Source: an optimization exercise on an open RTL-to-GDS flow (aim: small area). Production flows keep margins and buffers that such runs may drop. Only simulation tests tie the RTL to the original design; equivalence was not proved. No activity file was given, so power comes from the tool's default toggle rates.

==> build 42: inputs <==
==> flow/design.v <==
module Simple_Single_CPU
(
    clk_i,
    rst_n,
    imem_addr_o,
    imem_rdata_i,
    dmem_addr_o,
    dmem_wdata_o,
    dmem_we_o,
    dmem_re_o,
    dmem_rdata_i
);
    input           clk_i;
    input           rst_n;
    output [32-1:0] imem_addr_o;
    input  [32-1:0] imem_rdata_i;
    output [32-1:0] dmem_addr_o;
    output [32-1:0] dmem_wdata_o;
    output          dmem_we_o;
    output          dmem_re_o;
    input  [32-1:0] dmem_rdata_i;
    reg  [2:0] ph;       
    reg        init;     
    reg        pass2;    
    reg        flag;     
    reg        cm;       
    reg        cp;       
    reg [31:0] pc;
    reg [31:0] A;        
    reg [31:0] W;        
    wire p0   = (ph == 3'd0);
    wire last = (ph == 3'd7);
    wire [31:0] I  = imem_rdata_i;
    wire [4:0]  op = I[6:2];
    wire [2:0]  f3 = I[14:12];
    wire is_load  = (op == 5'b00000);
    wire is_opimm = (op == 5'b00100);
    wire is_auipc = (op == 5'b00101);
    wire is_store = (op == 5'b01000);
    wire is_op    = (op == 5'b01100);
    wire is_br    = (op == 5'b11000);
    wire is_jalr  = (op == 5'b11001);
    wire is_jal   = (op == 5'b11011);
    wire is_alu   = is_op | is_opimm;
    wire is_slt   = is_alu & (f3 == 3'b010);
    wire two_pass = is_load | is_store | is_br | is_slt;
    wire fin      = init | pass2 | ~two_pass;    
    reg [31:0] imm;
    always @(*) begin
        case (op)
            5'b01000: imm = {{20{I[31]}}, I[31:25], I[11:7]};
            5'b11000: imm = {{20{I[31]}}, I[7], I[30:25], I[11:8], 1'b0};
            5'b11011: imm = {{12{I[31]}}, I[19:12], I[20], I[30:21], 1'b0};
            5'b00101: imm = {I[31:12], 12'd0};
            default:  imm = {{20{I[31]}}, I[31:20]};
        endcase
    end
    wire [3:0] imm_d = imm[{ph, 2'b00} +: 4];
    wire [3:0] pc_d  = pc[{ph, 2'b00} +: 4];
    wire [3:0] rdig [0:31];
    assign rdig[0] = 4'd0;
    wire [3:0] r1 = rdig[I[19:15]];
    wire [3:0] r2 = rdig[I[24:20]];
    wire       inv   = is_alu & (((f3 == 3'b000) & I[30]) | (f3 == 3'b010));
    wire [3:0] x     = (is_auipc | is_jal | is_br) ? pc_d : r1;
    wire [3:0] b     = is_op ? r2 : imm_d;
    wire [3:0] y     = b ^ {4{inv}};
    wire       cin   = p0 ? inv : cm;
    wire [4:0] msum  = {1'b0, x} + {1'b0, y} + {4'd0, cin};
    wire       lt    = (x[3] ^ b[3]) ? x[3] : msum[3];
    wire [4:0] psum  = {1'b0, pc_d} + {2'd0, p0, 2'd0} + {4'd0, cp & ~p0};
    reg  [3:0] alu_d;
    always @(*) begin
        case (f3)
            3'b000:  alu_d = msum[3:0];
            3'b110:  alu_d = r1 | b;
            default: alu_d = r1 & b;
        endcase
    end
    wire wr1 = ~pass2 & ((is_alu & ~is_slt) | is_auipc | is_jal | is_jalr);
    wire wr2 =  pass2 & (is_load | is_slt);
    wire wr  = ~init & (wr1 | wr2);
    reg  [3:0] wd;
    always @(*) begin
        if (init)
            wd = 4'd0;
        else if (pass2)
            wd = is_load ? (p0 ? dmem_rdata_i[3:0] : W[3:0]) : {3'd0, flag & p0};
        else if (is_jal | is_jalr)
            wd = psum[3:0];
        else if (is_auipc)
            wd = msum[3:0];
        else
            wd = alu_d;
    end
    wire [3:0] wd29 = init ? {(ph == 3'd1), 3'd0} : wd;
    wire [4:0] rd   = I[11:7];
    genvar g;
    generate
        for (g = 1; g < 32; g = g + 1) begin : R
            reg  [31:0] q;
            wire        wen = init | (wr & (rd == g));
            wire [3:0]  din = (g == 29) ? wd29 : wd;
            always @(posedge clk_i)
                q <= {wen ? din : q[3:0], q[31:4]};
            assign rdig[g] = q[3:0];
        end
    endgenerate
    wire       a_m  = (~pass2 & (is_load | is_store | is_jal | is_jalr)) | (pass2 & is_br & flag);
    wire [3:0] a_in = init ? 4'd0 : (a_m ? msum[3:0] : psum[3:0]);
    wire [31:0] a_next = {a_in, A[31:4]};
    wire cap = pass2 & p0;
    always @(posedge clk_i) begin
        A  <= a_next;
        W  <= cap ? {dmem_rdata_i[3:0], dmem_rdata_i[31:4]} : {r2, W[31:4]};
        cm <= msum[4];
        cp <= psum[4];
        if (last & fin)
            pc <= a_next;
        if (~pass2) begin
            if (is_slt)
                flag <= lt;
            else
                flag <= (p0 | flag) & (r1 == r2);
        end
    end
    always @(posedge clk_i or negedge rst_n) begin
        if (~rst_n) begin
            ph    <= 3'd0;
            init  <= 1'b1;
            pass2 <= 1'b0;
        end else begin
            ph <= ph + 3'd1;
            if (last) begin
                init  <= 1'b0;
                pass2 <= ~init & ~pass2 & two_pass;
            end
        end
    end
    assign imem_addr_o  = pc;
    assign dmem_addr_o  = A;
    assign dmem_wdata_o = W;
    assign dmem_we_o    = cap & is_store;
    assign dmem_re_o    = cap & is_load;
endmodule
==> flow/flow/run.sh <==
#!/bin/bash
# The standard ORFS flow (standard.sh), with three changes:
#  - synthesis maps logic with an area-only ABC script (flow/abc_area.script:
#    strash; dch; map -a), everything else in synthesis as standard;
#  - the port buffers that global placement inserts are buf_1 cells;
#  - clock tree synthesis clusters up to 30 sinks within 100 um.
# Each ORFS step writes its own log under orfs/logs/; make's output goes to
# synth.log and flow.log in this folder.
set -euo pipefail
HERE=$(pwd)
# ORFS scripts, with only the ABC area script replaced
rm -rf scripts_abc
cp -r "$FLOW_HOME/scripts" scripts_abc
cp flow/abc_area.script scripts_abc/abc_area.script
bash standard.sh ABC_AREA=1 "SCRIPTS_DIR=$HERE/scripts_abc" synth > synth.log 2>&1
bash standard.sh \
  "BUFFER_PORTS_ARGS=-buffer_cell sky130_fd_sc_hd__buf_1" \
  "CTS_ARGS=-sink_clustering_enable -repair_clock_nets -sink_clustering_size 18 -sink_clustering_max_diameter 60 -buf_list {sky130_fd_sc_hd__clkbuf_8}" \
  finish > flow.log 2>&1
==> flow/flow/abc_area.script <==
strash
dch
map -a
topo
==> flow/standard.sh <==
#!/bin/bash
# synth_recipe.tcl (not shown) runs the flow's synth.tcl, then flattens the netlist and writes it again
# the make line also repeats each setting of config.mk as NAME=value (left out here)
make -C /OpenROAD-flow-scripts/flow DESIGN_CONFIG=/design/flow/config.mk WORK_HOME=/design/flow/orfs CLKGATE_MAP_FILE= SYNTH_SCRIPT=/design/flow/synth_recipe.tcl "${@:-finish}"
==> flow/config.mk <==
export PLATFORM = sky130hd
export DESIGN_NAME = Simple_Single_CPU
export DESIGN_NICKNAME = Simple_Single_CPU
export VERILOG_FILES = /design/flow/design.v
export SDC_FILE = /design/flow/constraint.sdc
export NUM_CORES = 8
export LEC_CHECK = 0
export CAP_MARGIN = 20
export CORE_MARGIN = 2
export CORE_UTILIZATION = 55
export PLACE_DENSITY = 0.7
export SLEW_MARGIN = 20
==> flow/constraint.sdc <==
create_clock -name core_clock -period 20.0 [get_ports {clk_i}]
set_input_delay 4.0000 -clock core_clock [delete_from_list [all_inputs] [get_ports {clk_i}]]
set_output_delay 4.0000 -clock core_clock [all_outputs]
set_load 0.01 [all_outputs]
==> trial 23 (differences from build 42) <==
==> flow/run.sh (new file) <==
#!/bin/bash
# synth_recipe.tcl (not shown) runs the flow's synth.tcl, then flattens the netlist and writes it again
# the make line also repeats each setting of config.mk as NAME=value (left out here)
make -C /OpenROAD-flow-scripts/flow DESIGN_CONFIG=/design/flow/config.mk WORK_HOME=/design/flow/orfs CLKGATE_MAP_FILE= SYNTH_SCRIPT=/design/flow/synth_recipe.tcl finish
CORE_UTILIZATION = 25   (was 55)
CTS_BUF_LIST = sky130_fd_sc_hd__clkbuf_16 sky130_fd_sc_hd__clkbuf_8 sky130_fd_sc_hd__clkbuf_4   (was default)
CTS_CLUSTER_DIAMETER = 100   (was default)
CTS_CLUSTER_SIZE = 34   (was default)
PLACE_DENSITY = 0.45   (was 0.7)
removed: flow/flow/run.sh
removed: flow/flow/abc_area.script
removed: flow/standard.sh
==> trial 81 (differences from build 42) <==
==> flow/run.sh (new file) <==
#!/bin/bash
# synth_recipe.tcl (not shown) runs the flow's synth.tcl, then flattens the netlist and writes it again
# the make line also repeats each setting of config.mk as NAME=value (left out here)
make -C /OpenROAD-flow-scripts/flow DESIGN_CONFIG=/design/flow/config.mk WORK_HOME=/design/flow/orfs CLKGATE_MAP_FILE= SYNTH_SCRIPT=/design/flow/synth_recipe.tcl finish
CORE_UTILIZATION = 25   (was 55)
PLACE_DENSITY = 0.45   (was 0.7)
removed: flow/flow/run.sh
removed: flow/flow/abc_area.script
removed: flow/standard.sh
==> notes <==
First-iteration DRC count, lowest first: trial 23, build 42, trial 81.
Between trial 81 and build 42, the lower synthesized area is in build 42 (gap 6.8%, measured against build 42).
Trial 81 passed the timing, design-rule and antenna checks. Build 42 finished clean. Trial 23 completed with no timing, DRC or antenna violations.
Clock power: build 42 < trial 23 < trial 81.
Of build 42 and trial 23, trial 23 has the higher via count (gap about 6.5%, measured against trial 23).
Of build 42 and trial 81, trial 81 has the higher register-to-register slack (gap 0.70 ns).
Of trial 81 and build 42, trial 81 has the higher combinational power (gap 95%, measured against build 42).
Wire length, lowest first: build 42, trial 23, trial 81.
Design area: build 42 < trial 23 < trial 81.
Non-clock buffer count is the same in trial 81 and trial 23.
Synthesized cell count is the same in trial 23 and trial 81.
Sequential share of layout area: trial 23 is higher than trial 81 (4.3 points).
==> figures <==
quantity                                              trial 81    build 42     trial 23
VDD IR max                                          0.06889 mV  0.09730 mV   0.06287 mV
Placement Rows                                             125          81          125
Power attributed to the clock group                    2.00 mW     1.01 mW      1.05 mW
DRT Pass-1 Iters                                             5           7            7
# clk buffers                                              146          75           43
Largest net degree at the start of global routing           64          36           64
Final-layout worst hold slack                        0.3137 ns   0.3204 ns    0.3132 ns
Layout cell share with drive strength beyond 1          0.1189     0.06119      0.07548
RR Endpoint                                        R[10].q[30]  R[3].q[30]  R[24].q[30]
Proportion of power drawn by combinational gates         0.040       0.027        0.051
DIE WIDTH                                             346.4 µm    227.4 µm     346.4 µm
Result of the run                     timing/DRC/antenna clean  timing/DRC/antenna clean  timing/DRC/antenna clean
Total via count after detailed routing                   17170       15560        16640
Number of antenna diodes                                     2           2            1
Post-route setup slack                                9.454 ns    9.938 ns     9.440 ns
Sequential cell area share                              0.6174      0.7381       0.6608
Non-clk invs                                                24          81           24
Post-Synth Adder-Cell Area                            0.005976    0.006016     0.005976
Later-pin clock latency in the skew report             0.67 ns     0.71 ns      0.64 ns
Met3 capacity usage during global routing              0.03841     0.04801      0.03250
Multi-input gates                                          984         899          984
Sequential Power Share                                   0.510       0.672        0.650
Drt total wl                                          83020 µm    64280 µm     81150 µm

port drivers added, routing unchanged:
Ports are ideal in the flow. The routed layouts listed here were re-timed in OpenROAD.
Step 1 sets driving cells, clkbuf_16 on the clock port and buf_2 on the other inputs (assumed; they add their load-dependent delay and slew).
Step 2, shift: input delay + t, output delay - t, t = (earliest + latest rising clock arrival at the registers) / 2. This alone moves slack from input paths to output paths.
Three values: ideal ports, drivers, drivers and shift; two values: the first two.
run | t, ns | slack for setup (ns) | worst register clock-pin slew, ns | worst data-port slew with drivers (ns) | pins driven straight from the clock port
build 42 | 0.748 | 9.938 / 9.913 / 9.165 | 0.11 / 0.11 | 0.09 | 1
trial 23 | 0.679 | 9.440 / 9.395 / 9.395 | 0.12 / 0.12 | 0.09 | 1
trial 81 | 0.722 | 9.454 / 9.411 / 9.411 | 0.07 / 0.07 | 0.12 | 1
After both steps every run listed still meets setup and hold. The setup slack of build 42, which loses most, moves by -0.025 ns with the drivers and by -0.773 ns with both steps.
